Context: an optimization exercise on an open-source flow, tuned for small area and a short achievable clock period. The choices shown serve that exercise and are no tape-out recipe. Only simulation tests tie the RTL to the original design; equivalence was not proved.

==> design.v <==
module DOUBLY_PIPELINE(clk,xi,yi,r,ang,xf,yf);
input signed [15:0] xi,yi;
input clk;
output signed [15:0] r,ang;
output signed [15:0] xf,yf;
reg signed [15:0] xr, yr;
reg signed [15:0] a2,a3,a4,a5,a6,a7,a8;
reg signed [15:0] b2,b3,b4,b5,b6,b7;
reg        t2;
reg [1:0]  t3;
reg [2:0]  t4;
reg [3:0]  t5;
reg [4:0]  t6;
reg [5:0]  t7;
reg [5:0]  t8;
reg signed [15:0] x2,x3,x4,x5,x6,x7,x8;
reg signed [15:0] y2,y3,y4,y5,y6,y7,y8;
reg signed [15:0] r_q, xf_q, yf_q;
reg [13:0] ang_q;
wire [15:0] sc_r, sc_x, sc_y;
scale16 u_sr(.v(a8), .q(sc_r));
scale16 u_sx(.v(x8), .q(sc_x));
scale16 u_sy(.v(y8), .q(sc_y));
wire signed [15:0] a1, b1;
wire c_a1, c_b1;
add_skl16 u_a1(.a(xr), .b(yr), .cin(1'b0), .s(a1), .cout(c_a1));
add_skl16 u_b1(.a(yr), .b(~xr), .cin(1'b1), .s(b1), .cout(c_b1));
wire signed [15:0] sh_a2 = b1 >>> 1;
wire [15:0] n_a2; wire co_a2;
add_skl16 u_a2(.a(a1), .b(sh_a2 ^ {16{b1[15]}}), .cin(b1[15]), .s(n_a2), .cout(co_a2));
wire signed [15:0] sh_b2 = a1 >>> 1;
wire [15:0] n_b2; wire co_b2;
add_skl16 u_b2(.a(b1), .b(sh_b2 ^ {16{~b1[15]}}), .cin(~b1[15]), .s(n_b2), .cout(co_b2));
wire signed [15:0] sh_x2 = b1 >>> 1;
wire [15:0] n_x2; wire co_x2;
add_skl16 u_x2(.a(a1), .b(sh_x2 ^ {16{t3[0]}}), .cin(t3[0]), .s(n_x2), .cout(co_x2));
wire signed [15:0] sh_y2 = a1 >>> 1;
wire [15:0] n_y2; wire co_y2;
add_skl16 u_y2(.a(b1), .b(sh_y2 ^ {16{~t3[0]}}), .cin(~t3[0]), .s(n_y2), .cout(co_y2));
wire signed [15:0] sh_a3 = b2 >>> 2;
wire [15:0] n_a3; wire co_a3;
add_skl8 u_a3(.a(a2), .b(sh_a3 ^ {16{b2[15]}}), .cin(b2[15]), .s(n_a3), .cout(co_a3));
wire signed [15:0] sh_b3 = a2 >>> 2;
wire [15:0] n_b3; wire co_b3;
add_skl8 u_b3(.a(b2), .b(sh_b3 ^ {16{~b2[15]}}), .cin(~b2[15]), .s(n_b3), .cout(co_b3));
wire signed [15:0] sh_a4 = b3 >>> 3;
wire [15:0] n_a4; wire co_a4;
add_skl8 u_a4(.a(a3), .b(sh_a4 ^ {16{b3[15]}}), .cin(b3[15]), .s(n_a4), .cout(co_a4));
wire signed [15:0] sh_b4 = a3 >>> 3;
wire [15:0] n_b4; wire co_b4;
add_skl8 u_b4(.a(b3), .b(sh_b4 ^ {16{~b3[15]}}), .cin(~b3[15]), .s(n_b4), .cout(co_b4));
wire signed [15:0] sh_a5 = b4 >>> 4;
wire [15:0] n_a5; wire co_a5;
add_skl8 u_a5(.a(a4), .b(sh_a5 ^ {16{b4[15]}}), .cin(b4[15]), .s(n_a5), .cout(co_a5));
wire signed [15:0] sh_b5 = a4 >>> 4;
wire [15:0] n_b5; wire co_b5;
add_skl8 u_b5(.a(b4), .b(sh_b5 ^ {16{~b4[15]}}), .cin(~b4[15]), .s(n_b5), .cout(co_b5));
wire signed [15:0] sh_a6 = b5 >>> 5;
wire [15:0] n_a6; wire co_a6;
add_skl8 u_a6(.a(a5), .b(sh_a6 ^ {16{b5[15]}}), .cin(b5[15]), .s(n_a6), .cout(co_a6));
wire signed [15:0] sh_b6 = a5 >>> 5;
wire [15:0] n_b6; wire co_b6;
add_skl8 u_b6(.a(b5), .b(sh_b6 ^ {16{~b5[15]}}), .cin(~b5[15]), .s(n_b6), .cout(co_b6));
wire signed [15:0] sh_a7 = b6 >>> 6;
wire [15:0] n_a7; wire co_a7;
add_skl8 u_a7(.a(a6), .b(sh_a7 ^ {16{b6[15]}}), .cin(b6[15]), .s(n_a7), .cout(co_a7));
wire signed [15:0] sh_b7 = a6 >>> 6;
wire [15:0] n_b7; wire co_b7;
add_skl8 u_b7(.a(b6), .b(sh_b7 ^ {16{~b6[15]}}), .cin(~b6[15]), .s(n_b7), .cout(co_b7));
wire signed [15:0] sh_a8 = b7 >>> 7;
wire [15:0] n_a8; wire co_a8;
add_skl8 u_a8(.a(a7), .b(sh_a8 ^ {16{b7[15]}}), .cin(b7[15]), .s(n_a8), .cout(co_a8));
wire signed [15:0] sh_x3 = y2 >>> 2;
wire [15:0] n_x3; wire co_x3;
add_skl8 u_x3(.a(x2), .b(sh_x3 ^ {16{t4[1]}}), .cin(t4[1]), .s(n_x3), .cout(co_x3));
wire signed [15:0] sh_y3 = x2 >>> 2;
wire [15:0] n_y3; wire co_y3;
add_skl8 u_y3(.a(y2), .b(sh_y3 ^ {16{~t4[1]}}), .cin(~t4[1]), .s(n_y3), .cout(co_y3));
wire signed [15:0] sh_x4 = y3 >>> 3;
wire [15:0] n_x4; wire co_x4;
add_skl8 u_x4(.a(x3), .b(sh_x4 ^ {16{t5[2]}}), .cin(t5[2]), .s(n_x4), .cout(co_x4));
wire signed [15:0] sh_y4 = x3 >>> 3;
wire [15:0] n_y4; wire co_y4;
add_skl8 u_y4(.a(y3), .b(sh_y4 ^ {16{~t5[2]}}), .cin(~t5[2]), .s(n_y4), .cout(co_y4));
wire signed [15:0] sh_x5 = y4 >>> 4;
wire [15:0] n_x5; wire co_x5;
add_skl8 u_x5(.a(x4), .b(sh_x5 ^ {16{t6[3]}}), .cin(t6[3]), .s(n_x5), .cout(co_x5));
wire signed [15:0] sh_y5 = x4 >>> 4;
wire [15:0] n_y5; wire co_y5;
add_skl8 u_y5(.a(y4), .b(sh_y5 ^ {16{~t6[3]}}), .cin(~t6[3]), .s(n_y5), .cout(co_y5));
wire signed [15:0] sh_x6 = y5 >>> 5;
wire [15:0] n_x6; wire co_x6;
add_skl8 u_x6(.a(x5), .b(sh_x6 ^ {16{t7[4]}}), .cin(t7[4]), .s(n_x6), .cout(co_x6));
wire signed [15:0] sh_y6 = x5 >>> 5;
wire [15:0] n_y6; wire co_y6;
add_skl8 u_y6(.a(y5), .b(sh_y6 ^ {16{~t7[4]}}), .cin(~t7[4]), .s(n_y6), .cout(co_y6));
wire signed [15:0] sh_x7 = y6 >>> 6;
wire [15:0] n_x7; wire co_x7;
add_skl8 u_x7(.a(x6), .b(sh_x7 ^ {16{t8[5]}}), .cin(t8[5]), .s(n_x7), .cout(co_x7));
wire signed [15:0] sh_y7 = x6 >>> 6;
wire [15:0] n_y7; wire co_y7;
add_skl8 u_y7(.a(y6), .b(sh_y7 ^ {16{~t8[5]}}), .cin(~t8[5]), .s(n_y7), .cout(co_y7));
wire signed [15:0] sh_x8 = y7 >>> 7;
wire [15:0] n_x8; wire co_x8;
add_skl8 u_x8(.a(x7), .b(sh_x8 ^ {16{1'b1}}), .cin(1'b1), .s(n_x8), .cout(co_x8));
wire signed [15:0] sh_y8 = x7 >>> 7;
wire [15:0] n_y8; wire co_y8;
add_skl8 u_y8(.a(y7), .b(sh_y8 ^ {16{1'b0}}), .cin(1'b0), .s(n_y8), .cout(co_y8));
wire [13:0] ang_half = 14'd4928 - (t8[0] ? 14'd2657 : 14'd0) - (t8[1] ? 14'd1404 : 14'd0)
                     - (t8[2] ? 14'd713 : 14'd0) - (t8[3] ? 14'd358 : 14'd0)
                     - (t8[4] ? 14'd179 : 14'd0) - (t8[5] ? 14'd89 : 14'd0);
always @(posedge clk) begin
  xr <= xi;
  yr <= yi;
  a2 <= n_a2; b2 <= n_b2;
  a3 <= n_a3; b3 <= n_b3;
  a4 <= n_a4; b4 <= n_b4;
  a5 <= n_a5; b5 <= n_b5;
  a6 <= n_a6; b6 <= n_b6;
  a7 <= n_a7; b7 <= n_b7;
  a8 <= n_a8;
  t2 <= b1[15];
  t3 <= {b2[15], t2};
  t4 <= {b3[15], t3};
  t5 <= {b4[15], t4};
  t6 <= {b5[15], t5};
  t7 <= {b6[15], t6};
  t8 <= t7;
  x2 <= n_x2; y2 <= n_y2;
  x3 <= n_x3; y3 <= n_y3;
  x4 <= n_x4; y4 <= n_y4;
  x5 <= n_x5; y5 <= n_y5;
  x6 <= n_x6; y6 <= n_y6;
  x7 <= n_x7; y7 <= n_y7;
  x8 <= n_x8; y8 <= n_y8;
  r_q   <= sc_r;
  xf_q  <= sc_x;
  yf_q  <= sc_y;
  ang_q <= ang_half;
end
assign r = r_q;
assign xf = xf_q;
assign yf = yf_q;
assign ang = {ang_q[13], ang_q, 1'b0};
endmodule
module add_skl16(input [15:0] a, b, input cin, output [15:0] s, output cout);
wire [15:0] p = a ^ b; wire [15:0] g = a & b;
wire gg0 = g[0] | (p[0] & cin);
wire gg1 = g[2] | (p[2] & g[1]); wire pp1 = p[2] & p[1];
wire gg2 = g[4] | (p[4] & g[3]); wire pp2 = p[4] & p[3];
wire gg3 = g[6] | (p[6] & g[5]); wire pp3 = p[6] & p[5];
wire gg4 = g[8] | (p[8] & g[7]); wire pp4 = p[8] & p[7];
wire gg5 = g[10] | (p[10] & g[9]); wire pp5 = p[10] & p[9];
wire gg6 = g[12] | (p[12] & g[11]); wire pp6 = p[12] & p[11];
wire gg7 = g[14] | (p[14] & g[13]); wire pp7 = p[14] & p[13];
wire gg8 = g[1] | (p[1] & gg0);
wire gg9 = gg1 | (pp1 & gg0);
wire gg10 = g[5] | (p[5] & gg2); wire pp10 = p[5] & pp2;
wire gg11 = gg3 | (pp3 & gg2); wire pp11 = pp3 & pp2;
wire gg12 = g[9] | (p[9] & gg4); wire pp12 = p[9] & pp4;
wire gg13 = gg5 | (pp5 & gg4); wire pp13 = pp5 & pp4;
wire gg14 = g[13] | (p[13] & gg6); wire pp14 = p[13] & pp6;
wire gg15 = gg7 | (pp7 & gg6); wire pp15 = pp7 & pp6;
wire gg16 = g[3] | (p[3] & gg9);
wire gg17 = gg2 | (pp2 & gg9);
wire gg18 = gg10 | (pp10 & gg9);
wire gg19 = gg11 | (pp11 & gg9);
wire gg20 = g[11] | (p[11] & gg13); wire pp20 = p[11] & pp13;
wire gg21 = gg6 | (pp6 & gg13); wire pp21 = pp6 & pp13;
wire gg22 = gg14 | (pp14 & gg13); wire pp22 = pp14 & pp13;
wire gg23 = gg15 | (pp15 & gg13); wire pp23 = pp15 & pp13;
wire gg24 = g[7] | (p[7] & gg19);
wire gg25 = gg4 | (pp4 & gg19);
wire gg26 = gg12 | (pp12 & gg19);
wire gg27 = gg13 | (pp13 & gg19);
wire gg28 = gg20 | (pp20 & gg19);
wire gg29 = gg21 | (pp21 & gg19);
wire gg30 = gg22 | (pp22 & gg19);
wire gg31 = gg23 | (pp23 & gg19);
wire gg32 = g[15] | (p[15] & gg31);
assign s[0] = p[0] ^ cin;
assign s[1] = p[1] ^ gg0;
assign s[2] = p[2] ^ gg8;
assign s[3] = p[3] ^ gg9;
assign s[4] = p[4] ^ gg16;
assign s[5] = p[5] ^ gg17;
assign s[6] = p[6] ^ gg18;
assign s[7] = p[7] ^ gg19;
assign s[8] = p[8] ^ gg24;
assign s[9] = p[9] ^ gg25;
assign s[10] = p[10] ^ gg26;
assign s[11] = p[11] ^ gg27;
assign s[12] = p[12] ^ gg28;
assign s[13] = p[13] ^ gg29;
assign s[14] = p[14] ^ gg30;
assign s[15] = p[15] ^ gg31;
assign cout = gg32;
endmodule
module add_skl8(input [15:0] a, b, input cin, output [15:0] s, output cout);
wire [15:0] p = a ^ b; wire [15:0] g = a & b;
wire gg0 = g[0] | (p[0] & cin);
wire gg1 = g[2] | (p[2] & g[1]); wire pp1 = p[2] & p[1];
wire gg2 = g[4] | (p[4] & g[3]); wire pp2 = p[4] & p[3];
wire gg3 = g[6] | (p[6] & g[5]); wire pp3 = p[6] & p[5];
wire gg4 = g[1] | (p[1] & gg0);
wire gg5 = gg1 | (pp1 & gg0);
wire gg6 = g[5] | (p[5] & gg2); wire pp6 = p[5] & pp2;
wire gg7 = gg3 | (pp3 & gg2); wire pp7 = pp3 & pp2;
wire gg8 = g[3] | (p[3] & gg5);
wire gg9 = gg2 | (pp2 & gg5);
wire gg10 = gg6 | (pp6 & gg5);
wire gg11 = gg7 | (pp7 & gg5);
wire gg12 = g[7] | (p[7] & gg11);
assign s[0] = p[0] ^ cin;
assign s[1] = p[1] ^ gg0;
assign s[2] = p[2] ^ gg4;
assign s[3] = p[3] ^ gg5;
assign s[4] = p[4] ^ gg8;
assign s[5] = p[5] ^ gg9;
assign s[6] = p[6] ^ gg10;
assign s[7] = p[7] ^ gg11;
wire [16:8] c; assign c[8] = gg12;
assign s[8] = a[8]^b[8]^c[8]; assign c[9] = (a[8]&b[8]) | (c[8]&(a[8]^b[8]));
assign s[9] = a[9]^b[9]^c[9]; assign c[10] = (a[9]&b[9]) | (c[9]&(a[9]^b[9]));
assign s[10] = a[10]^b[10]^c[10]; assign c[11] = (a[10]&b[10]) | (c[10]&(a[10]^b[10]));
assign s[11] = a[11]^b[11]^c[11]; assign c[12] = (a[11]&b[11]) | (c[11]&(a[11]^b[11]));
assign s[12] = a[12]^b[12]^c[12]; assign c[13] = (a[12]&b[12]) | (c[12]&(a[12]^b[12]));
assign s[13] = a[13]^b[13]^c[13]; assign c[14] = (a[13]&b[13]) | (c[13]&(a[13]^b[13]));
assign s[14] = a[14]^b[14]^c[14]; assign c[15] = (a[14]&b[14]) | (c[14]&(a[14]^b[14]));
assign s[15] = a[15]^b[15]^c[15]; assign c[16] = (a[15]&b[15]) | (c[15]&(a[15]^b[15]));
assign cout = c[16];
endmodule
module scale16(input [15:0] v, output [15:0] q);
wire fs0 = v[13] ^ v[7]; wire fc0 = v[13] & v[7];
wire fs1 = v[14] ^ v[8] ^ v[5]; wire fc1 = (v[14] & v[8]) | (v[14] & v[5]) | (v[8] & v[5]);
wire fs2 = ~v[12] ^ ~v[10]; wire fc2 = ~v[12] & ~v[10];
wire fs3 = v[9] ^ v[6] ^ ~v[15]; wire fc3 = (v[9] & v[6]) | (v[9] & ~v[15]) | (v[6] & ~v[15]);
wire fs4 = v[13] ^ v[11] ^ v[3]; wire fc4 = (v[13] & v[11]) | (v[13] & v[3]) | (v[11] & v[3]);
wire fs5 = v[10] ^ v[7] ^ ~v[14]; wire fc5 = (v[10] & v[7]) | (v[10] & ~v[14]) | (v[7] & ~v[14]);
wire fs6 = ~v[12] ^ ~v[4]; wire fc6 = ~v[12] & ~v[4];
wire fs7 = v[15] ^ v[11] ^ v[8]; wire fc7 = (v[15] & v[11]) | (v[15] & v[8]) | (v[11] & v[8]);
wire fs8 = v[13] ^ v[5] ^ v[3]; wire fc8 = (v[13] & v[5]) | (v[13] & v[3]) | (v[5] & v[3]);
wire fs9 = v[12] ^ v[9] ^ ~v[14]; wire fc9 = (v[12] & v[9]) | (v[12] & ~v[14]) | (v[9] & ~v[14]);
wire fs10 = ~v[6] ^ ~v[4]; wire fc10 = ~v[6] & ~v[4];
wire fs11 = v[15] ^ v[13] ^ v[10]; wire fc11 = (v[15] & v[13]) | (v[15] & v[10]) | (v[13] & v[10]);
wire fs12 = v[14] ^ v[11] ^ v[0]; wire fc12 = (v[14] & v[11]) | (v[14] & v[0]) | (v[11] & v[0]);
wire fs13 = v[12] ^ v[1]; wire fc13 = v[12] & v[1];
wire fs14 = v[13] ^ v[2] ^ v[0]; wire fc14 = (v[13] & v[2]) | (v[13] & v[0]) | (v[2] & v[0]);
wire fs15 = v[14] ^ v[3] ^ v[1]; wire fc15 = (v[14] & v[3]) | (v[14] & v[1]) | (v[3] & v[1]);
wire fs16 = v[15] ^ ~v[11]; wire fc16 = v[15] & ~v[11];
wire fs17 = v[4] ^ v[2] ^ ~v[15]; wire fc17 = (v[4] & v[2]) | (v[4] & ~v[15]) | (v[2] & ~v[15]);
wire fs18 = v[5] ^ v[3]; wire fc18 = v[5] & v[3];
wire fs19 = v[6] ^ v[4]; wire fc19 = v[6] & v[4];
wire fs20 = v[11] ^ v[5] ^ v[2]; wire fc20 = (v[11] & v[5]) | (v[11] & v[2]) | (v[5] & v[2]);
wire fs21 = v[12] ^ v[6] ^ v[3]; wire fc21 = (v[12] & v[6]) | (v[12] & v[3]) | (v[6] & v[3]);
wire fs22 = ~v[10] ^ ~v[8]; wire fc22 = ~v[10] & ~v[8];
wire fs23 = fs0 ^ v[4] ^ ~v[11]; wire fc23 = (fs0 & v[4]) | (fs0 & ~v[11]) | (v[4] & ~v[11]);
wire fs24 = v[9] ^ v[1] ^ v[15]; wire fc24 = (v[9] & v[1]) | (v[9] & v[15]) | (v[1] & v[15]);
wire fs25 = fc0 ^ fs1 ^ fs2; wire fc25 = (fc0 & fs1) | (fc0 & fs2) | (fs1 & fs2);
wire fs26 = v[2] ^ v[0] ^ ~1'b1; wire fc26 = (v[2] & v[0]) | (v[2] & ~1'b1) | (v[0] & ~1'b1);
wire fs27 = fc1 ^ fc2 ^ fs3; wire fc27 = (fc1 & fc2) | (fc1 & fs3) | (fc2 & fs3);
wire fs28 = fs4 ^ v[1] ^ ~1'b1; wire fc28 = (fs4 & v[1]) | (fs4 & ~1'b1) | (v[1] & ~1'b1);
wire fs29 = fc3 ^ fs5 ^ fs6; wire fc29 = (fc3 & fs5) | (fc3 & fs6) | (fs5 & fs6);
wire fs30 = fc4 ^ v[2] ^ ~1'b1; wire fc30 = (fc4 & v[2]) | (fc4 & ~1'b1) | (v[2] & ~1'b1);
wire fs31 = fc5 ^ fc6 ^ fs7; wire fc31 = (fc5 & fc6) | (fc5 & fs7) | (fc6 & fs7);
wire fs32 = fs8 ^ v[0] ^ ~1'b1; wire fc32 = (fs8 & v[0]) | (fs8 & ~1'b1) | (v[0] & ~1'b1);
wire fs33 = fc7 ^ fs9 ^ fs10; wire fc33 = (fc7 & fs9) | (fc7 & fs10) | (fs9 & fs10);
wire fs34 = fc8 ^ v[1] ^ ~1'b1; wire fc34 = (fc8 & v[1]) | (fc8 & ~1'b1) | (v[1] & ~1'b1);
wire fs35 = fc9 ^ fc10 ^ fs11; wire fc35 = (fc9 & fc10) | (fc9 & fs11) | (fc10 & fs11);
wire fs36 = v[7] ^ v[5] ^ v[2]; wire fc36 = (v[7] & v[5]) | (v[7] & v[2]) | (v[5] & v[2]);
wire fs37 = fc11 ^ fs12 ^ ~v[8]; wire fc37 = (fc11 & fs12) | (fc11 & ~v[8]) | (fs12 & ~v[8]);
wire fs38 = v[6] ^ v[3] ^ ~1'b1; wire fc38 = (v[6] & v[3]) | (v[6] & ~1'b1) | (v[3] & ~1'b1);
wire fs39 = fc12 ^ fs13 ^ ~v[15]; wire fc39 = (fc12 & fs13) | (fc12 & ~v[15]) | (fs13 & ~v[15]);
wire fs40 = v[9] ^ v[7] ^ v[4]; wire fc40 = (v[9] & v[7]) | (v[9] & v[4]) | (v[7] & v[4]);
wire fs41 = fc13 ^ fs14 ^ ~v[10]; wire fc41 = (fc13 & fs14) | (fc13 & ~v[10]) | (fs14 & ~v[10]);
wire fs42 = v[8] ^ v[5] ^ ~1'b1; wire fc42 = (v[8] & v[5]) | (v[8] & ~1'b1) | (v[5] & ~1'b1);
wire fs43 = fc14 ^ fs15 ^ fs16; wire fc43 = (fc14 & fs15) | (fc14 & fs16) | (fs15 & fs16);
wire fs44 = v[9] ^ v[6] ^ ~1'b1; wire fc44 = (v[9] & v[6]) | (v[9] & ~1'b1) | (v[6] & ~1'b1);
wire fs45 = fc15 ^ fc16 ^ fs17; wire fc45 = (fc15 & fc16) | (fc15 & fs17) | (fc16 & fs17);
wire fs46 = v[12] ^ v[10] ^ v[7]; wire fc46 = (v[12] & v[10]) | (v[12] & v[7]) | (v[10] & v[7]);
wire fs47 = fc17 ^ fs18 ^ ~v[13]; wire fc47 = (fc17 & fs18) | (fc17 & ~v[13]) | (fs18 & ~v[13]);
wire fs48 = v[11] ^ v[8] ^ ~1'b1; wire fc48 = (v[11] & v[8]) | (v[11] & ~1'b1) | (v[8] & ~1'b1);
wire fs49 = fc18 ^ fs19 ^ ~v[14]; wire fc49 = (fc18 & fs19) | (fc18 & ~v[14]) | (fs19 & ~v[14]);
wire fs50 = v[12] ^ v[9] ^ ~1'b1; wire fc50 = (v[12] & v[9]) | (v[12] & ~1'b1) | (v[9] & ~1'b1);
wire fs51 = fc19 ^ v[15] ^ v[7]; wire fc51 = (fc19 & v[15]) | (fc19 & v[7]) | (v[15] & v[7]);
wire fs52 = ~v[5] ^ v[13] ^ v[10]; wire fc52 = (~v[5] & v[13]) | (~v[5] & v[10]) | (v[13] & v[10]);
wire fs53 = v[8] ^ v[6] ^ ~v[14]; wire fc53 = (v[8] & v[6]) | (v[8] & ~v[14]) | (v[6] & ~v[14]);
wire fs54 = ~v[11] ^ 1'b1; wire fc54 = ~v[11] & 1'b1;
wire fs55 = v[15] ^ v[9] ^ v[7]; wire fc55 = (v[15] & v[9]) | (v[15] & v[7]) | (v[9] & v[7]);
wire fs56 = v[10] ^ v[8]; wire fc56 = v[10] & v[8];
wire fs57 = v[11] ^ v[9]; wire fc57 = v[11] & v[9];
wire fs58 = fs20 ^ ~v[9]; wire fc58 = fs20 & ~v[9];
wire fs59 = fc20 ^ fs21 ^ fs22; wire fc59 = (fc20 & fs21) | (fc20 & fs22) | (fs21 & fs22);
wire fs60 = fc21 ^ fc22 ^ fs23; wire fc60 = (fc21 & fc22) | (fc21 & fs23) | (fc22 & fs23);
wire fs61 = fc23 ^ fs25 ^ ~fc24; wire fc61 = (fc23 & fs25) | (fc23 & ~fc24) | (fs25 & ~fc24);
wire fs62 = fc25 ^ fs27 ^ ~fc26; wire fc62 = (fc25 & fs27) | (fc25 & ~fc26) | (fs27 & ~fc26);
wire fs63 = fc27 ^ fs29 ^ ~fc28; wire fc63 = (fc27 & fs29) | (fc27 & ~fc28) | (fs29 & ~fc28);
wire fs64 = fc29 ^ fs31 ^ ~fc30; wire fc64 = (fc29 & fs31) | (fc29 & ~fc30) | (fs31 & ~fc30);
wire fs65 = fc31 ^ fs33 ^ ~fc32; wire fc65 = (fc31 & fs33) | (fc31 & ~fc32) | (fs33 & ~fc32);
wire fs66 = fc33 ^ fs35 ^ ~fc34; wire fc66 = (fc33 & fs35) | (fc33 & ~fc34) | (fs35 & ~fc34);
wire fs67 = fc35 ^ fs37 ^ ~fc36; wire fc67 = (fc35 & fs37) | (fc35 & ~fc36) | (fs37 & ~fc36);
wire fs68 = fc37 ^ fs39 ^ ~fc38; wire fc68 = (fc37 & fs39) | (fc37 & ~fc38) | (fs39 & ~fc38);
wire fs69 = fc39 ^ fs41 ^ ~fc40; wire fc69 = (fc39 & fs41) | (fc39 & ~fc40) | (fs41 & ~fc40);
wire fs70 = fc41 ^ fs43 ^ ~fc42; wire fc70 = (fc41 & fs43) | (fc41 & ~fc42) | (fs43 & ~fc42);
wire fs71 = fc43 ^ fs45 ^ ~fc44; wire fc71 = (fc43 & fs45) | (fc43 & ~fc44) | (fs45 & ~fc44);
wire fs72 = fc45 ^ fs47 ^ ~fc46; wire fc72 = (fc45 & fs47) | (fc45 & ~fc46) | (fs47 & ~fc46);
wire fs73 = fc47 ^ fs49 ^ ~fc48; wire fc73 = (fc47 & fs49) | (fc47 & ~fc48) | (fs49 & ~fc48);
wire fs74 = fc49 ^ fs51 ^ ~fc50; wire fc74 = (fc49 & fs51) | (fc49 & ~fc50) | (fs51 & ~fc50);
wire fs75 = fc51 ^ fs53 ^ fs54; wire fc75 = (fc51 & fs53) | (fc51 & fs54) | (fs53 & fs54);
wire fs76 = fc53 ^ fc54 ^ fs55; wire fc76 = (fc53 & fc54) | (fc53 & fs55) | (fc54 & fs55);
wire fs77 = fc55 ^ fs56 ^ ~v[13]; wire fc77 = (fc55 & fs56) | (fc55 & ~v[13]) | (fs56 & ~v[13]);
wire fs78 = fc56 ^ fs57 ^ ~v[14]; wire fc78 = (fc56 & fs57) | (fc56 & ~v[14]) | (fs57 & ~v[14]);
wire fs79 = fc57 ^ v[15] ^ v[12]; wire fc79 = (fc57 & v[15]) | (fc57 & v[12]) | (v[15] & v[12]);
wire fs80 = v[13] ^ v[11]; wire fc80 = v[13] & v[11];
wire fs81 = v[14] ^ v[12]; wire fc81 = v[14] & v[12];
wire fs82 = fs58 ^ ~v[7]; wire fc82 = fs58 & ~v[7];
wire fs83 = fc58 ^ fs59 ^ ~v[0]; wire fc83 = (fc58 & fs59) | (fc58 & ~v[0]) | (fs59 & ~v[0]);
wire fs84 = fc59 ^ fs60 ^ ~fs24; wire fc84 = (fc59 & fs60) | (fc59 & ~fs24) | (fs60 & ~fs24);
wire fs85 = fc60 ^ fs61 ^ ~fs26; wire fc85 = (fc60 & fs61) | (fc60 & ~fs26) | (fs61 & ~fs26);
wire fs86 = fc61 ^ fs62 ^ ~fs28; wire fc86 = (fc61 & fs62) | (fc61 & ~fs28) | (fs62 & ~fs28);
wire fs87 = fc62 ^ fs63 ^ ~fs30; wire fc87 = (fc62 & fs63) | (fc62 & ~fs30) | (fs63 & ~fs30);
wire fs88 = fc63 ^ fs64 ^ ~fs32; wire fc88 = (fc63 & fs64) | (fc63 & ~fs32) | (fs64 & ~fs32);
wire fs89 = fc64 ^ fs65 ^ ~fs34; wire fc89 = (fc64 & fs65) | (fc64 & ~fs34) | (fs65 & ~fs34);
wire fs90 = fc65 ^ fs66 ^ ~fs36; wire fc90 = (fc65 & fs66) | (fc65 & ~fs36) | (fs66 & ~fs36);
wire fs91 = fc66 ^ fs67 ^ ~fs38; wire fc91 = (fc66 & fs67) | (fc66 & ~fs38) | (fs67 & ~fs38);
wire fs92 = fc67 ^ fs68 ^ ~fs40; wire fc92 = (fc67 & fs68) | (fc67 & ~fs40) | (fs68 & ~fs40);
wire fs93 = fc68 ^ fs69 ^ ~fs42; wire fc93 = (fc68 & fs69) | (fc68 & ~fs42) | (fs69 & ~fs42);
wire fs94 = fc69 ^ fs70 ^ ~fs44; wire fc94 = (fc69 & fs70) | (fc69 & ~fs44) | (fs70 & ~fs44);
wire fs95 = fc70 ^ fs71 ^ ~fs46; wire fc95 = (fc70 & fs71) | (fc70 & ~fs46) | (fs71 & ~fs46);
wire fs96 = fc71 ^ fs72 ^ ~fs48; wire fc96 = (fc71 & fs72) | (fc71 & ~fs48) | (fs72 & ~fs48);
wire fs97 = fc72 ^ fs73 ^ ~fs50; wire fc97 = (fc72 & fs73) | (fc72 & ~fs50) | (fs73 & ~fs50);
wire fs98 = fc73 ^ fs74 ^ ~fs52; wire fc98 = (fc73 & fs74) | (fc73 & ~fs52) | (fs74 & ~fs52);
wire fs99 = fc74 ^ fs75 ^ ~fc52; wire fc99 = (fc74 & fs75) | (fc74 & ~fc52) | (fs75 & ~fc52);
wire fs100 = fc75 ^ fs76 ^ ~v[12]; wire fc100 = (fc75 & fs76) | (fc75 & ~v[12]) | (fs76 & ~v[12]);
wire fs101 = fc76 ^ fs77 ^ 1'b1; wire fc101 = (fc76 & fs77) | (fc76 & 1'b1) | (fs77 & 1'b1);
wire fs102 = fc77 ^ fs78 ^ 1'b1; wire fc102 = (fc77 & fs78) | (fc77 & 1'b1) | (fs78 & 1'b1);
wire fs103 = fc78 ^ fs79 ^ v[10]; wire fc103 = (fc78 & fs79) | (fc78 & v[10]) | (fs79 & v[10]);
wire fs104 = fc79 ^ fs80 ^ 1'b1; wire fc104 = (fc79 & fs80) | (fc79 & 1'b1) | (fs80 & 1'b1);
wire fs105 = fc80 ^ fs81 ^ 1'b1; wire fc105 = (fc80 & fs81) | (fc80 & 1'b1) | (fs81 & 1'b1);
wire fs106 = fc81 ^ v[13] ^ ~v[15]; wire fc106 = (fc81 & v[13]) | (fc81 & ~v[15]) | (v[13] & ~v[15]);
wire fs107 = v[14] ^ 1'b1; wire fc107 = v[14] & 1'b1;
wire [27:0] ra = {1'b1, fc107, fc106, fc105, fc104, fc103, fc102, fc101, fc100, fc99, fc98, fc97, fc96, fc95, fc94, fc93, fc92, fc91, fc90, fc89, fc88, fc87, fc86, fc85, fc84, fc83, fc82, fs82};
wire [27:0] rb = {1'b0, ~v[15], fs107, fs106, fs105, fs104, fs103, fs102, fs101, fs100, fs99, fs98, fs97, fs96, fs95, fs94, fs93, fs92, fs91, fs90, fs89, fs88, fs87, fs86, fs85, fs84, fs83, 1'b1};
wire [27:0] rs; wire rco;
scale16_fin u_fin(.a(ra), .b(rb), .cin(1'b0), .s(rs), .cout(rco));
assign q = rs[27:12];
endmodule
module scale16_fin(input [27:0] a, b, input cin, output [27:0] s, output cout);
wire [27:0] p = a ^ b; wire [27:0] g = a & b;
wire gg0 = g[0] | (p[0] & cin);
wire gg1 = g[2] | (p[2] & g[1]); wire pp1 = p[2] & p[1];
wire gg2 = g[4] | (p[4] & g[3]); wire pp2 = p[4] & p[3];
wire gg3 = g[6] | (p[6] & g[5]); wire pp3 = p[6] & p[5];
wire gg4 = g[8] | (p[8] & g[7]); wire pp4 = p[8] & p[7];
wire gg5 = g[10] | (p[10] & g[9]); wire pp5 = p[10] & p[9];
wire gg6 = g[12] | (p[12] & g[11]); wire pp6 = p[12] & p[11];
wire gg7 = g[14] | (p[14] & g[13]); wire pp7 = p[14] & p[13];
wire gg8 = g[16] | (p[16] & g[15]); wire pp8 = p[16] & p[15];
wire gg9 = g[18] | (p[18] & g[17]); wire pp9 = p[18] & p[17];
wire gg10 = g[20] | (p[20] & g[19]); wire pp10 = p[20] & p[19];
wire gg11 = g[22] | (p[22] & g[21]); wire pp11 = p[22] & p[21];
wire gg12 = g[24] | (p[24] & g[23]); wire pp12 = p[24] & p[23];
wire gg13 = g[26] | (p[26] & g[25]); wire pp13 = p[26] & p[25];
wire gg14 = g[1] | (p[1] & gg0);
wire gg15 = gg1 | (pp1 & gg0);
wire gg16 = g[5] | (p[5] & gg2); wire pp16 = p[5] & pp2;
wire gg17 = gg3 | (pp3 & gg2); wire pp17 = pp3 & pp2;
wire gg18 = g[9] | (p[9] & gg4); wire pp18 = p[9] & pp4;
wire gg19 = gg5 | (pp5 & gg4); wire pp19 = pp5 & pp4;
wire gg20 = g[13] | (p[13] & gg6); wire pp20 = p[13] & pp6;
wire gg21 = gg7 | (pp7 & gg6); wire pp21 = pp7 & pp6;
wire gg22 = g[17] | (p[17] & gg8); wire pp22 = p[17] & pp8;
wire gg23 = gg9 | (pp9 & gg8); wire pp23 = pp9 & pp8;
wire gg24 = g[21] | (p[21] & gg10); wire pp24 = p[21] & pp10;
wire gg25 = gg11 | (pp11 & gg10); wire pp25 = pp11 & pp10;
wire gg26 = g[25] | (p[25] & gg12); wire pp26 = p[25] & pp12;
wire gg27 = gg13 | (pp13 & gg12); wire pp27 = pp13 & pp12;
wire gg28 = g[3] | (p[3] & gg15);
wire gg29 = gg2 | (pp2 & gg15);
wire gg30 = gg16 | (pp16 & gg15);
wire gg31 = gg17 | (pp17 & gg15);
wire gg32 = g[11] | (p[11] & gg19); wire pp32 = p[11] & pp19;
wire gg33 = gg6 | (pp6 & gg19); wire pp33 = pp6 & pp19;
wire gg34 = gg20 | (pp20 & gg19); wire pp34 = pp20 & pp19;
wire gg35 = gg21 | (pp21 & gg19); wire pp35 = pp21 & pp19;
wire gg36 = g[19] | (p[19] & gg23); wire pp36 = p[19] & pp23;
wire gg37 = gg10 | (pp10 & gg23); wire pp37 = pp10 & pp23;
wire gg38 = gg24 | (pp24 & gg23); wire pp38 = pp24 & pp23;
wire gg39 = gg25 | (pp25 & gg23); wire pp39 = pp25 & pp23;
wire gg40 = g[27] | (p[27] & gg27); wire pp40 = p[27] & pp27;
wire gg41 = g[7] | (p[7] & gg31);
wire gg42 = gg4 | (pp4 & gg31);
wire gg43 = gg18 | (pp18 & gg31);
wire gg44 = gg19 | (pp19 & gg31);
wire gg45 = gg32 | (pp32 & gg31);
wire gg46 = gg33 | (pp33 & gg31);
wire gg47 = gg34 | (pp34 & gg31);
wire gg48 = gg35 | (pp35 & gg31);
wire gg49 = g[23] | (p[23] & gg39); wire pp49 = p[23] & pp39;
wire gg50 = gg12 | (pp12 & gg39); wire pp50 = pp12 & pp39;
wire gg51 = gg26 | (pp26 & gg39); wire pp51 = pp26 & pp39;
wire gg52 = gg27 | (pp27 & gg39); wire pp52 = pp27 & pp39;
wire gg53 = gg40 | (pp40 & gg39); wire pp53 = pp40 & pp39;
wire gg54 = g[15] | (p[15] & gg48);
wire gg55 = gg8 | (pp8 & gg48);
wire gg56 = gg22 | (pp22 & gg48);
wire gg57 = gg23 | (pp23 & gg48);
wire gg58 = gg36 | (pp36 & gg48);
wire gg59 = gg37 | (pp37 & gg48);
wire gg60 = gg38 | (pp38 & gg48);
wire gg61 = gg39 | (pp39 & gg48);
wire gg62 = gg49 | (pp49 & gg48);
wire gg63 = gg50 | (pp50 & gg48);
wire gg64 = gg51 | (pp51 & gg48);
wire gg65 = gg52 | (pp52 & gg48);
wire gg66 = gg53 | (pp53 & gg48);
assign s[0] = p[0] ^ cin;
assign s[1] = p[1] ^ gg0;
assign s[2] = p[2] ^ gg14;
assign s[3] = p[3] ^ gg15;
assign s[4] = p[4] ^ gg28;
assign s[5] = p[5] ^ gg29;
assign s[6] = p[6] ^ gg30;
assign s[7] = p[7] ^ gg31;
assign s[8] = p[8] ^ gg41;
assign s[9] = p[9] ^ gg42;
assign s[10] = p[10] ^ gg43;
assign s[11] = p[11] ^ gg44;
assign s[12] = p[12] ^ gg45;
assign s[13] = p[13] ^ gg46;
assign s[14] = p[14] ^ gg47;
assign s[15] = p[15] ^ gg48;
assign s[16] = p[16] ^ gg54;
assign s[17] = p[17] ^ gg55;
assign s[18] = p[18] ^ gg56;
assign s[19] = p[19] ^ gg57;
assign s[20] = p[20] ^ gg58;
assign s[21] = p[21] ^ gg59;
assign s[22] = p[22] ^ gg60;
assign s[23] = p[23] ^ gg61;
assign s[24] = p[24] ^ gg62;
assign s[25] = p[25] ^ gg63;
assign s[26] = p[26] ^ gg64;
assign s[27] = p[27] ^ gg65;
assign cout = gg66;
endmodule
==> run.sh <==
#!/bin/bash
# synth_recipe.tcl (not shown) runs the flow's synth.tcl, then flattens the netlist and writes it again
# the make line also repeats each setting of config.mk as NAME=value (left out here)
make -C /OpenROAD-flow-scripts/flow DESIGN_CONFIG=/design/flow/config.mk WORK_HOME=/design/flow/orfs CLKGATE_MAP_FILE= SYNTH_SCRIPT=/design/flow/synth_recipe.tcl finish
==> config.mk <==
export PLATFORM = sky130hd
export DESIGN_NAME = DOUBLY_PIPELINE
export DESIGN_NICKNAME = DOUBLY_PIPELINE
export VERILOG_FILES = /design/flow/design.v
export SDC_FILE = /design/flow/constraint.sdc
export NUM_CORES = 4
export LEC_CHECK = 0
export CAP_MARGIN = 20
export CORE_MARGIN = 2
export CORE_UTILIZATION = 40
export SLEW_MARGIN = 20
==> constraint.sdc <==
create_clock -name core_clock -period 22.0 [get_ports {clk}]
set_input_delay 4.4000 -clock core_clock [delete_from_list [all_inputs] [get_ports {clk}]]
set_output_delay 4.4000 -clock core_clock [all_outputs]
set_load 0.01 [all_outputs]
==> flow_summary.json, run 1 <==
{
  "outcome": "complete, no violations",
  "dieHeight_um": 311,
  "synth_edf_count": 0,
  "wl_met1_um": 29800,
  "cts-buffers-inserted": 67,
  "finalHoldViolations": 0,
  "period_share_pct": 26.6,
  "crit_path_end_kind": "primary output",
  "register_area_um2": 10900,
  "die_x_um": 311,
  "die_area_um2": 96400,
  "routabilityCongestion": 0.884,
  "cts_num_sinks": 546,
  "worst_pin_slew_ns": 1.02,
  "max-cap-violations": 0,
  "dr_wl_met3_um": 1920,
  "diodes": 0,
  "nFillCells": 8772,
  "wirelength_um": 66900,
  "hold_path.class": "register to register",
  "cpMaxStageDelayCell": "clkdlybuf4s50_1",
  "timing.fmax_mhz": 171,
  "crit_required_ns": 17.60,
  "rsz0062_at_grt": "false",
  "maxUsedRoutingLayer": "met4",
  "clock_path_buffers": 3,
  "cts_htree_levels": 3,
  "cts_root_buf": "clkbuf_16",
  "skew_ns": 0.0137,
  "cts.repair.resized": 0,
  "area_growth_pct": 12.4,
  "ys_ff_latch": 546,
  "pre_cts_ws_ns": 16.25,
  "crit_arrival_ns": 1.46,
  "io-pin-count": 97,
  "rows": 112,
  "grt_pass1_wl_um": 114000,
  "worstPathCellList": "clkdlybuf4s50_1",
  "gr-total-overflow": 0,
  "setup_viol_count_final": 0,
  "dr.pass1.iters": 5,
  "first_global_vias": 23303,
  "worst_path_largest_cell_delay_ns": 0.54,
  "synthFlopType": "dfxtp_1",
  "final.setup.worst_slack_ns": 16.14,
  "mostFrequentLayoutCells": "inv_1 (826), dfxtp_1 (546), fa_1 (462)",
  "clock_latency_ns": 0.61,
  "core_area_um2": 93200,
  "routedWlPerCell_um": 13.5,
  "grtUsageTotal_pct": 14.4,
  "drive_above_1_share_pct": 4.15,
  "mostFrequentLayoutCell": "inv_1",
  "route.detailed.drc": 0,
  "drt_iter0_markers": 685,
  "dr_total_vias": 21582,
  "ys_seq_area_share_pct": 29.1,
  "initial_core_util_pct": 40.3,
  "worst-path-buf-inv": 1,
  "syn-num-nets": 4455,
  "critPathKind": "register to primary output",
  "ctsHoldBuffers": 0,
  "avgSynthCellArea_um2": 10.7,
  "met2_length_um": 33300,
  "syn_inst": 3500,
  "yosys_warnings": 1,
  "ant_nets": 0,
  "ys_async_sr_fraction_pct": 0,
  "tns_ns": 0,
  "cts_tree": "yes",
  "cts_setup_buffers": 0,
  "critPathMaxFanout": 1,
  "slew_headroom_pct": 31.4,
  "period_needed_ns": 5.86,
  "synthesis.area_um2": 37600,
  "clk_pin_slew_worst_paths_ns": 0.06,
  "start_kind": "register",
  "antenna_found_initial": 0,
  "finalMaxSlewViolations": 0,
  "grt_max_degree": 30,
  "ys_types": 72,
  "nNetsFinal": 4593,
  "dp_hpwl_um": 55800,
  "io_buffer_count": 95,
  "post_drt_via_cell_ratio": 4.37,
  "multiInputGateArea_um2": 23400,
  "cp_top_family": "buffers and inverters"
}
## cells in the mapped netlist (all sizes together) (6+ instances only)
cell | count | area [µm²]
inv | 828 | 3110
dfxtp | 546 | 10900
fa | 462 | 9250
ha | 460 | 5760
xnor2 | 256 | 2250
xor2 | 242 | 2130
nor2 | 109 | 417
a21oi | 106 | 531
a21o | 77 | 578
nor3 | 52 | 272
o21ai | 49 | 249
nor2b | 41 | 257
o21a | 40 | 300
nand2 | 27 | 101
clkbuf | 26 | 97.6
nand2b | 17 | 106
o21bai | 16 | 120
nand3 | 12 | 60.1
and3 | 11 | 68.8
buf | 11 | 51.3
mux2 | 11 | 124
a211oi | 8 | 60.1
or2 | 8 | 50.1
nand4 | 6 | 37.5
or3 | 6 | 37.5
## metal layers
layer / track usage (%) / up-vias
met3: 2.34 / 122
met1: 17.8 / 10198
met5: 0 / -
met2: 25.7 / 248
li1: - / 11014
met4: 4.49 / 0
## path summary, 6_finish.rpt
kind	slack (ns)	cells after the start	start	endpoint
setup / recovery	16.14	1	ang_q[0]	ang[1]
hold / removal	0.32	0	t7[3]	t8[3]
setup reg to reg	16.24	18	b6[15]	b7[15]
hold reg to reg	0.32	0	t7[3]	t8[3]
## metrics by stage
step / instance area (µm²) / utilization [%] / hold WS [ns] / std cells
4_1_cts: 42200 / 45.3 / 0.318 / 4941
6_report: 42200 / 45.3 / 0.319 / 4941
3_5_place_dp: 40000 / 43.0 / 0.312 / 4823
5_1_grt: 42200 / 45.3 / 0.322 / 4941
2_1_floorplan: 37600 / - / 0.310 / 3500
3_3_place_gp: 40000 / 43.0 / 0.315 / 4823
## layout make-up
class                      instances  area share, %
clock inverter                    22          0.563
timing repair buffer             106           2.45
inverter                         828           7.36
multi-input combinational       2089           55.4
clock buffer                      96           4.64
tap                             1254           3.72
sequential                       546           25.9
## cells by family (layout without fill, tap and decap cells)
family / Yosys count / in the layout / share of synthesized area [%]
flip-flops: 546 / 546 / 29.1
AND/OR/NAND/NOR: 305 / 305 / 4.11
multiplexers: 13 / 13 / 0.383
adder cells (fa/ha/maj): 922 / 922 / 39.9
XOR/XNOR: 498 / 498 / 11.6
buffers and inverters: 865 / 1052 / 8.67
other: 1 / 1 / 0.00998
AO/OA/AOI/OAI: 350 / 350 / 6.18
==> run 2: changes to the inputs <==
--- a/config.mk
+++ b/config.mk
@@ -9,3 +9,5 @@
 export CORE_MARGIN = 2
 export CORE_UTILIZATION = 40
+export CTS_CLUSTER_DIAMETER = 150
+export CTS_CLUSTER_SIZE = 20
 export SLEW_MARGIN = 20
==> run 2 against run 1 <==
Compared with the run above: clock-buffer cell count decreased by 65; maximum frequency decreased by 0.31%; utilization decreased by 1.5 points; sequential share of layout area increased by 0.88 points; global-route usage decreased by 0.45 points; critical path depth unchanged; first-iteration DRC count decreased by 4.8%; cell count decreased by 1.7%; critical path type unchanged; clock skew increased by 0.0041 ns.
==> flow_summary.json, run 2 <==
{
  "drt_iter0_markers": 652,
  "setup_viol_count_final": 0,
  "nNetsFinal": 4557,
  "outcome": "complete, no violations",
  "clk_pin_slew_worst_paths_ns": 0.09,
  "cts_tree": "yes",
  "cpMaxStageDelayCell": "clkdlybuf4s50_1",
  "cp_top_family": "buffers and inverters",
  "antenna_found_initial": 0,
  "dr_total_vias": 21249,
  "io_buffer_count": 95,
  "clock_latency_ns": 0.62,
  "holdPathEnd": "t8[3]",
  "slew_headroom_pct": 32.3,
  "finalMaxSlewViolations": 0,
  "synth_area_leaders": "dfxtp_1 (29%), fa_1 (25%), ha_1 (15%), inv_1 (8.3%), xnor2_1 (5.9%)",
  "synthFlopType": "dfxtp_1",
  "drive_above_1_share_pct": 2.33,
  "final_cells": 4857,
  "final.setup.worst_slack_ns": 16.13,
  "worstPathCellList": "clkdlybuf4s50_1",
  "synth.largest_area_cell": "dfxtp_1",
  "crit_path_end_kind": "primary output",
  "ys_seq_area_share_pct": 29.1,
  "hp-start": "t7[3]",
  "post-route-util_pct": 43.8,
  "initial_core_util_pct": 40.3,
  "hold_path.class": "register to register",
  "ys_async_sr_fraction_pct": 0,
  "finalHoldViolations": 0,
  "syn-num-nets": 4455,
  "worst_path_largest_cell_delay_ns": 0.53,
  "skew_ns": 0.0178,
  "avgSynthCellArea_um2": 10.7,
  "grtUsageTotal_pct": 14.0,
  "route.detailed.drc": 0,
  "worst_pin_slew_ns": 1.01,
  "synth_commonest_cells": "inv_1 (826), dfxtp_1 (546), fa_1 (462)",
  "crit_arrival_ns": 1.47,
  "mostFrequentLayoutCells": "inv_1 (826), dfxtp_1 (546), fa_1 (462)",
  "ys_types": 72,
  "rows": 112,
  "synthesis.area_um2": 37600,
  "ant_nets": 0,
  "grt_max_degree": 30,
  "yosys_warnings": 1,
  "dr.pass1.iters": 4,
  "period_needed_ns": 5.87,
  "cts_num_sinks": 546,
  "cts-buffers-inserted": 31,
  "critPathKind": "register to primary output",
  "ctsHoldBuffers": 0,
  "cts_root_buf": "clkbuf_16",
  "cts_setup_buffers": 0,
  "synth_edf_count": 0,
  "syn_inst": 3500,
  "clock_path_buffers": 3,
  "pre_cts_ws_ns": 16.25,
  "synth.top_cell.area_share_pct": 29.1,
  "path_depth": 1,
  "cts_htree_levels": 1,
  "tns_ns": 0,
  "gr-total-overflow": 0,
  "routedWlPerCell_um": 13.5,
  "diodes": 0,
  "wirelength_um": 65600,
  "ys_ff_latch": 546,
  "rsz0062_at_grt": "false",
  "yosysMostFrequentCell": "inv_1",
  "grt_pass1_wl_um": 112000,
  "rr_worst_depth": 18,
  "routabilityCongestion": 0.884,
  "hold_path_depth": 0,
  "io-pin-count": 97,
  "worst-path-buf-inv": 1,
  "die_area_um2": 96400,
  "area_growth_pct": 8.66,
  "r2r-start": "b6[15]",
  "start_kind": "register",
  "timing.fmax_mhz": 170,
  "crit_required_ns": 17.60,
  "critPathMaxFanout": 2,
  "core_area_um2": 93200,
  "cts.repair.resized": 0,
  "mostFrequentLayoutCell": "inv_1",
  "period_share_pct": 26.7,
  "post_drt_via_cell_ratio": 4.37,
  "dp_hpwl_um": 55800,
  "r2r_end": "b7[15]",
  "first_global_vias": 22800,
  "dp.cells": 4823,
  "die_x_um": 311,
  "max-cap-violations": 0,
  "dieHeight_um": 311,
  "rrSetupSlack_ns": 16.27
}
## run 2: cell counts after synthesis
Identical to the previous run, type by type.
## run 2: final cells by class
class / count / area, µm²
Fill cell: 8886 / 52400
Multi-Input combinational cell: 2089 / 23400
Sequential cell: 546 / 10900
Inverter: 828 / 3110
Tap cell: 1254 / 1570
Timing Repair Buffer: 106 / 1030
Clock buffer: 31 / 776
Clock inverter: 3 / 26.3
## run 2: logic make-up (layout without fill, tap and decap cells)
logic type | Yosys count | after routing | synth area share (%)
AOI/OAI and AO/OA | 350 | 350 | 6.18
xor gates and xnor gates | 498 | 498 | 11.6
adders and majority gates | 922 | 922 | 39.9
buffers and inverters | 865 | 968 | 8.67
DFF | 546 | 546 | 29.1
muxes | 13 | 13 | 0.383
other | 1 | 1 | 0.00998
and+or+nand+nor | 305 | 305 | 4.11
## run 2: worst max-delay path by stage
| stage | from | slack (ns) | endpoint |
|---|---|---|---|
| after floorplan | b5[15] | 15.96 | b6[15] |
| after global placement | b6[15] | 16.34 | b7[15] |
| after detailed placement | b6[15] | 16.25 | b7[15] |
| after CTS | yf_q[13] | 16.06 | yf[13] |
| after global routing | b6[15] | 15.90 | b7[15] |
| final | ang_q[13] | 16.13 | ang[15] |
## run 2: per-stage QoR
step,hold WS (ns),instance area [µm²]
2_1_floorplan,0.310,37600
3_3_place_gp,0.315,40000
3_5_place_dp,0.312,40000
4_1_cts,0.331,40800
5_1_grt,0.336,40800
6_report,0.327,40800
## run 2: layer usage
layer  routed length (µm)  track usage [%]
met2                33100             25.6
met4                 1300             2.91
met5                    0                0
met1                29700             17.7
met3                 1460             1.42
==> run 3: changes to the inputs <==
--- a/config.mk
+++ b/config.mk
@@ -9,5 +9,5 @@
 export CORE_MARGIN = 2
 export CORE_UTILIZATION = 40
-export CTS_CLUSTER_DIAMETER = 150
-export CTS_CLUSTER_SIZE = 20
+export CTS_CLUSTER_DIAMETER = 200
+export CTS_CLUSTER_SIZE = 25
 export SLEW_MARGIN = 20
==> run 3 against run 2 <==
Compared with the run above: critical path type unchanged; first-iteration DRC count grew 3.7%; global-route usage is essentially flat.
==> flow_summary.json, run 3 <==
{
  "cts-buffers-inserted": 25,
  "clock_path_buffers": 3,
  "cts.repair.resized": 0,
  "yosys_warnings": 1,
  "synth_xor_area_share_pct": 11.6,
  "worst_pin_slew_ns": 1.00,
  "post_synth_mux_area_share_pct": 0.383,
  "synthesis.area_um2": 37600,
  "start_kind": "register",
  "dr_total_vias": 21160,
  "rsz0062_at_grt": "false",
  "place_area_um2": 40000,
  "antenna_found_initial": 0,
  "crit_arrival_ns": 1.45,
  "synth_area_leaders": "dfxtp_1 (29%), fa_1 (25%), ha_1 (15%), inv_1 (8.3%), xnor2_1 (5.9%)",
  "grtUsageTotal_pct": 14.0,
  "grt_pass1_wl_um": 112000,
  "ys_seq_area_share_pct": 29.1,
  "hold_path.class": "register to register",
  "first_global_vias": 22717,
  "post-route-util_pct": 43.7,
  "routedWlPerCell_um": 13.5,
  "synth.top_cell.area_share_pct": 29.1,
  "io-pin-count": 97,
  "initial_core_util_pct": 40.3,
  "core_area_um2": 93200,
  "finalMaxSlewViolations": 0,
  "whs_ns": 0.329,
  "cts_tree": "yes",
  "dr.pass1.iters": 4,
  "period_share_pct": 26.6,
  "io_buffer_count": 95,
  "nFillCells": 8884,
  "dieHeight_um": 311,
  "outcome": "complete, no violations",
  "avgSynthCellArea_um2": 10.7,
  "nNetsFinal": 4551,
  "drive_above_1_share_pct": 2.11,
  "area_growth_pct": 8.27,
  "drt_iter0_markers": 676,
  "finalHoldViolations": 0,
  "die_area_um2": 96400,
  "gr-total-overflow": 0,
  "slew_headroom_pct": 32.7,
  "clock_latency_ns": 0.59,
  "cpMaxStageDelayCell": "clkdlybuf4s50_1",
  "cts_setup_buffers": 0,
  "skew_ns": 0.0179,
  "stdcell_area_um2": 40700,
  "worst-path-buf-inv": 1,
  "post_drt_via_cell_ratio": 4.36,
  "synth_fa_ha_area_share_pct": 39.9,
  "mostFrequentLayoutCells": "inv_1 (826), dfxtp_1 (546), fa_1 (462)",
  "synth_commonest_cells": "inv_1 (826), dfxtp_1 (546), fa_1 (462)",
  "critPathMaxFanout": 1,
  "route.detailed.drc": 0,
  "synth_top_family_by_area": "adder cells",
  "cts_num_sinks": 546,
  "clk_pin_slew_worst_paths_ns": 0.10,
  "synth.largest_area_cell": "dfxtp_1",
  "ys_types": 72,
  "dp_hpwl_um": 55800,
  "tns_ns": 0,
  "ant_nets": 0,
  "crit_required_ns": 17.60,
  "synthFlopType": "dfxtp_1",
  "rows": 112,
  "yosysMostFrequentCell": "inv_1",
  "grt_max_degree": 30,
  "synth_compound_area_share_pct": 6.18,
  "critPathKind": "register to primary output",
  "syn_inst": 3500,
  "ctsHoldBuffers": 0,
  "cts_htree_levels": 1,
  "crit_path_end_kind": "primary output",
  "worstPathCellList": "clkdlybuf4s50_1",
  "ys_async_sr_fraction_pct": 0,
  "die_x_um": 311,
  "setup_viol_count_final": 0,
  "ys_ff_latch": 546,
  "cp_top_family": "buffers and inverters",
  "synth_edf_count": 0,
  "syn-num-nets": 4455,
  "yosys.area_share.simple_pct": 4.11,
  "worst_path_largest_cell_delay_ns": 0.54,
  "mostFrequentLayoutCell": "inv_1",
  "period_needed_ns": 5.85,
  "diodes": 0,
  "routabilityCongestion": 0.884,
  "cts_root_buf": "clkbuf_16",
  "max-cap-violations": 0,
  "wirelength_um": 65400,
  "timing.fmax_mhz": 171
}
==> run 3: cell counts after synthesis <==
No cell type changed its count.
==> run 3: cell families (layout without fill, tap and decap cells) <==
family | count (synthesis) | after routing
adder cells (fa/ha/maj) | 922 | 922
buffers and inverters | 865 | 960
flip-flops | 546 | 546
XOR/XNOR | 498 | 498
AO/OA/AOI/OAI | 350 | 350
AND/OR/NAND/NOR | 305 | 305
multiplexers | 13 | 13
other | 1 | 1
==> run 3: area by class of cell <==
type	instances	area, µm²	area share (%)
Tap cell	1254	1570	3.86
Inverter	828	3110	7.64
Sequential cell	546	10900	26.9
Timing Repair Buffer	106	1030	2.54
Clock inverter	1	30.0	0.0738
Clock buffer	25	626	1.54
Multi-Input combinational cell	2089	23400	57.5
==> run 3: metrics by stage <==
step / std cells / worst slack [ns]
after global placement: 4823 / 16.34
after detailed placement: 4823 / 16.25
after global routing: 4849 / 15.91
after CTS: 4849 / 16.05
final: 4849 / 16.15
after floorplan: 3500 / 15.96
==> run 3: worst reg2reg max path, delay by kind of cell, from the launching register on <==
kind,cells,cell delay [ns]
fa+ha+maj,9,3.73
flops,1,0.98
compound gates,5,0.44
xor+xnor,2,0.32
simple gates,2,0.16
==> run 3: routing by layer <==
metal,GRT usage (%),share of wire [%],vias to the layer above
met4,3.02,2.2,0
li1,-,-,10870
met5,0,0,-
met3,1.37,2.1,69
met1,17.7,45,10030
met2,25.6,50,191
==> run 3: path summary, 6_finish.rpt <==
check	startpoint	end	slack (ns)	cells after the start
min	t5[1]	t6[1]	0.33	0
max reg2reg	b6[15]	b7[15]	16.30	18
min reg2reg	t5[1]	t6[1]	0.33	0
max	yf_q[12]	yf[12]	16.15	1
==> run 4: changes to the inputs <==
==> flow/run.sh (new file) <==
#!/bin/bash
set -euo pipefail
export BUFFER_PORTS_ARGS="-buffer_cell sky130_fd_sc_hd__buf_2"
bash standard.sh > standard_flow.log 2>&1
==> standard.sh (new file) <==
#!/bin/bash
# synth_recipe.tcl (not shown) runs the flow's synth.tcl, then flattens the netlist and writes it again
# the make line also repeats each setting of config.mk as NAME=value (left out here)
make -C /OpenROAD-flow-scripts/flow DESIGN_CONFIG=/design/flow/config.mk WORK_HOME=/design/flow/orfs CLKGATE_MAP_FILE= SYNTH_SCRIPT=/design/flow/synth_recipe.tcl "${@:-finish}"
--- a/config.mk
+++ b/config.mk
@@ -9,5 +9,3 @@
 export CORE_MARGIN = 2
 export CORE_UTILIZATION = 40
-export CTS_CLUSTER_DIAMETER = 200
-export CTS_CLUSTER_SIZE = 25
 export SLEW_MARGIN = 20
removed: run.sh
==> run 4 against run 3 <==
Compared with the run above: clock skew rose by 0.0018 ns; flip-flop and latch count did not move; clock-buffer cell count is 71 higher; wire length grew 2.0%; register-to-register slack got worse by 0.45 ns; via count is 2.2% higher; die area stayed put; critical path type is now register to register.
==> flow_summary.json, run 4 <==
{
  "rows": 112,
  "timing.fmax_mhz": 163,
  "die_x_um": 311,
  "dp_hpwl_um": 55100,
  "antenna_found_initial": 0,
  "crit_arrival_ns": 6.63,
  "final.setup.worst_slack_ns": 15.85,
  "ctsHoldBuffers": 0,
  "synth_area_leaders": "dfxtp_1 (29%), fa_1 (25%), ha_1 (15%), inv_1 (8.3%), xnor2_1 (5.9%)",
  "synthesis.area_um2": 37600,
  "cts_tree": "yes",
  "outcome": "complete, no violations",
  "route.detailed.drc": 0,
  "nFillCells": 8808,
  "nNetsFinal": 4595,
  "yosysMostFrequentCell": "inv_1",
  "multiInputGateArea_um2": 23400,
  "place_area_um2": 39600,
  "setup_viol_count_final": 0,
  "first_global_vias": 23324,
  "grtUsageTotal_pct": 14.3,
  "syn_inst": 3500,
  "critPathMaxFanout": 22,
  "gr-total-overflow": 0,
  "synth.largest_area_cell": "dfxtp_1",
  "synth_commonest_cells": "inv_1 (826), dfxtp_1 (546), fa_1 (462)",
  "clk_pin_slew_worst_paths_ns": 0.06,
  "dr_total_vias": 21635,
  "wirelength_um": 66700,
  "pre_cts_ws_ns": 15.84,
  "crit_required_ns": 22.49,
  "diodes": 0,
  "rrSetupSlack_ns": 15.85,
  "die_area_um2": 96400,
  "ant_nets": 0,
  "clock_latency_ns": 0.61,
  "cts_setup_buffers": 0,
  "cts_htree_levels": 3,
  "cts-buffers-inserted": 70,
  "hold_path.class": "register to register",
  "skew_ns": 0.0197,
  "start_kind": "register",
  "stdcell_area_um2": 42000,
  "initial_core_util_pct": 40.3,
  "tns_ns": 0,
  "r2r-start": "b5[15]",
  "hp-start": "t2",
  "finalMaxSlewViolations": 0,
  "cp-endpoint": "b6[15]",
  "area_growth_pct": 11.7,
  "cts_num_sinks": 546,
  "drive_above_1_share_pct": 7.02,
  "period_share_pct": 27.9,
  "startpoint": "b5[15]",
  "period_needed_ns": 6.15,
  "rr_worst_depth": 19,
  "max-cap-violations": 0,
  "ys_async_sr_fraction_pct": 0,
  "cts.repair.resized": 0,
  "cts_root_buf": "clkbuf_16",
  "routedWlPerCell_um": 13.5,
  "grt_max_degree": 30,
  "yosys_warnings": 1,
  "dieHeight_um": 311,
  "ys_ff_latch": 546,
  "rsz0062_at_grt": "false",
  "synth_edf_count": 0,
  "synth.top_cell.area_share_pct": 29.1,
  "io-pin-count": 97,
  "grt_pass1_wl_um": 113000,
  "mostFrequentLayoutCells": "inv_1 (826), dfxtp_1 (546), fa_1 (462)",
  "finalHoldViolations": 0,
  "routabilityCongestion": 0.872,
  "register_area_um2": 10900,
  "clock_path_buffers": 3,
  "io_buffer_count": 95,
  "post_drt_via_cell_ratio": 4.38,
  "slew_headroom_pct": 28.2,
  "avgSynthCellArea_um2": 10.7,
  "dr.pass1.iters": 5,
  "ys_types": 72,
  "ys_seq_area_share_pct": 29.1,
  "crit_path_end_kind": "register",
  "synthFlopType": "dfxtp_1",
  "syn-num-nets": 4455,
  "worst_pin_slew_ns": 1.08,
  "core_area_um2": 93200,
  "mostFrequentLayoutCell": "inv_1",
  "r2r_end": "b6[15]",
  "critPathKind": "register to register",
  "drt_iter0_markers": 647
}
[run 4: cell counts after synthesis]
No cell type changed its count.
[run 4: layout make-up]
class | count | share of cell area (%)
timing repair buffer | 105 | 1.31
multi-input combinational | 2089 | 55.7
clock buffer | 96 | 4.94
inverter | 828 | 7.41
tap | 1254 | 3.74
sequential | 546 | 26.0
clock inverter | 26 | 0.823
[run 4: cells by family (layout without fill, tap and decap cells)]
family	Yosys count	in the layout	share of synthesized area (%)
AO/OA/AOI/OAI	350	350	6.18
XOR/XNOR	498	498	11.6
adder cells (fa/ha/maj)	922	922	39.9
buffers and inverters	865	1055	8.67
flip-flops	546	546	29.1
multiplexers	13	13	0.383
other	1	1	0.00998
AND/OR/NAND/NOR	305	305	4.11
[run 4: how the worst min path moves through the flow]
stage / end / slack, ns / depth (start not counted)
6_report: t3[0] / 0.32 / 0
3_3_place_gp: t3[0] / 0.31 / 0
2_1_floorplan: t3[0] / 0.31 / 0
5_1_grt: t8[1] / 0.33 / 0
4_1_cts: t3[0] / 0.32 / 0
3_5_place_dp: t8[3] / 0.31 / 0
[run 4: worst max-delay path, cell delays in order, from the launching register on]
cell and delay, ns:
dfxtp_1 1.03, xnor2_1 0.24, ha_1 0.34, a21o_1 0.10, a21o_1 0.15, a21oi_1 0.08, inv_1 0.05, a21oi_1 0.08
nor2b_1 0.17, o21a_1 0.15, nor2_1 0.06, fa_1 0.41, fa_1 0.42, fa_1 0.44, fa_1 0.44, fa_1 0.43
fa_1 0.43, fa_1 0.43, fa_1 0.42, xor2_1 0.15
[run 4: stage by stage]
| step | util [%] | std cells | hold slack, ns |
|---|---|---|---|
| 4_1_cts | 45.0 | 4944 | 0.320 |
| 5_1_grt | 45.0 | 4944 | 0.332 |
| 6_report | 45.0 | 4944 | 0.316 |
| 3_5_place_dp | 42.4 | 4822 | 0.312 |
| 3_3_place_gp | 42.4 | 4822 | 0.311 |
| 2_1_floorplan | - | 3500 | 0.310 |
[run 4: layer usage]
metal | vias up | GRT usage (%) | share of wire, %
li1 | 11023 | - | -
met2 | 247 | 25.6 | 49
met1 | 10241 | 17.5 | 45
met5 | - | 0 | 0
met3 | 124 | 2.48 | 3.1
met4 | 0 | 4.63 | 2.9

separate check: timing with driven ports:
The flow's constraints put no driver on any port. The routed layouts listed below were extracted and timed again, unchanged, in two steps. Step 1, drivers: a clkbuf_16 drives clk and a buf_2 each remaining input, both assumed. Step 2 adds t to the input delays and takes it off the output delays; t is the mean of the earliest and latest rising clock arrival at the registers after step 1. Input paths then give back, and output paths get back, about the clock's delay inside the block. Three values: no drivers, after step 1, after step 2; two values: the first two.
run | shift t [ns] | setup WS [ns] | worst hold slack (ns) | clock arrival spread, ns | worst slew at a driven data input, ns
run 1 | 0.665 | 16.144 / 16.081 / 16.244 | 0.319 / 0.319 / 0.319 | 0.015 / 0.015 | 0.04
run 2 | 0.667 | 16.125 / 16.065 / 16.270 | 0.327 / 0.327 / 0.327 | 0.019 / 0.019 | 0.04
run 3 | 0.645 | 16.146 / 16.084 / 16.297 | 0.329 / 0.329 / 0.329 | 0.018 / 0.019 | 0.04
run 4 | 0.665 | 15.854 / 15.854 / 15.854 | 0.316 / 0.316 / 0.316 | 0.021 / 0.021 | 0.03
After both steps every run listed still meets setup and hold.
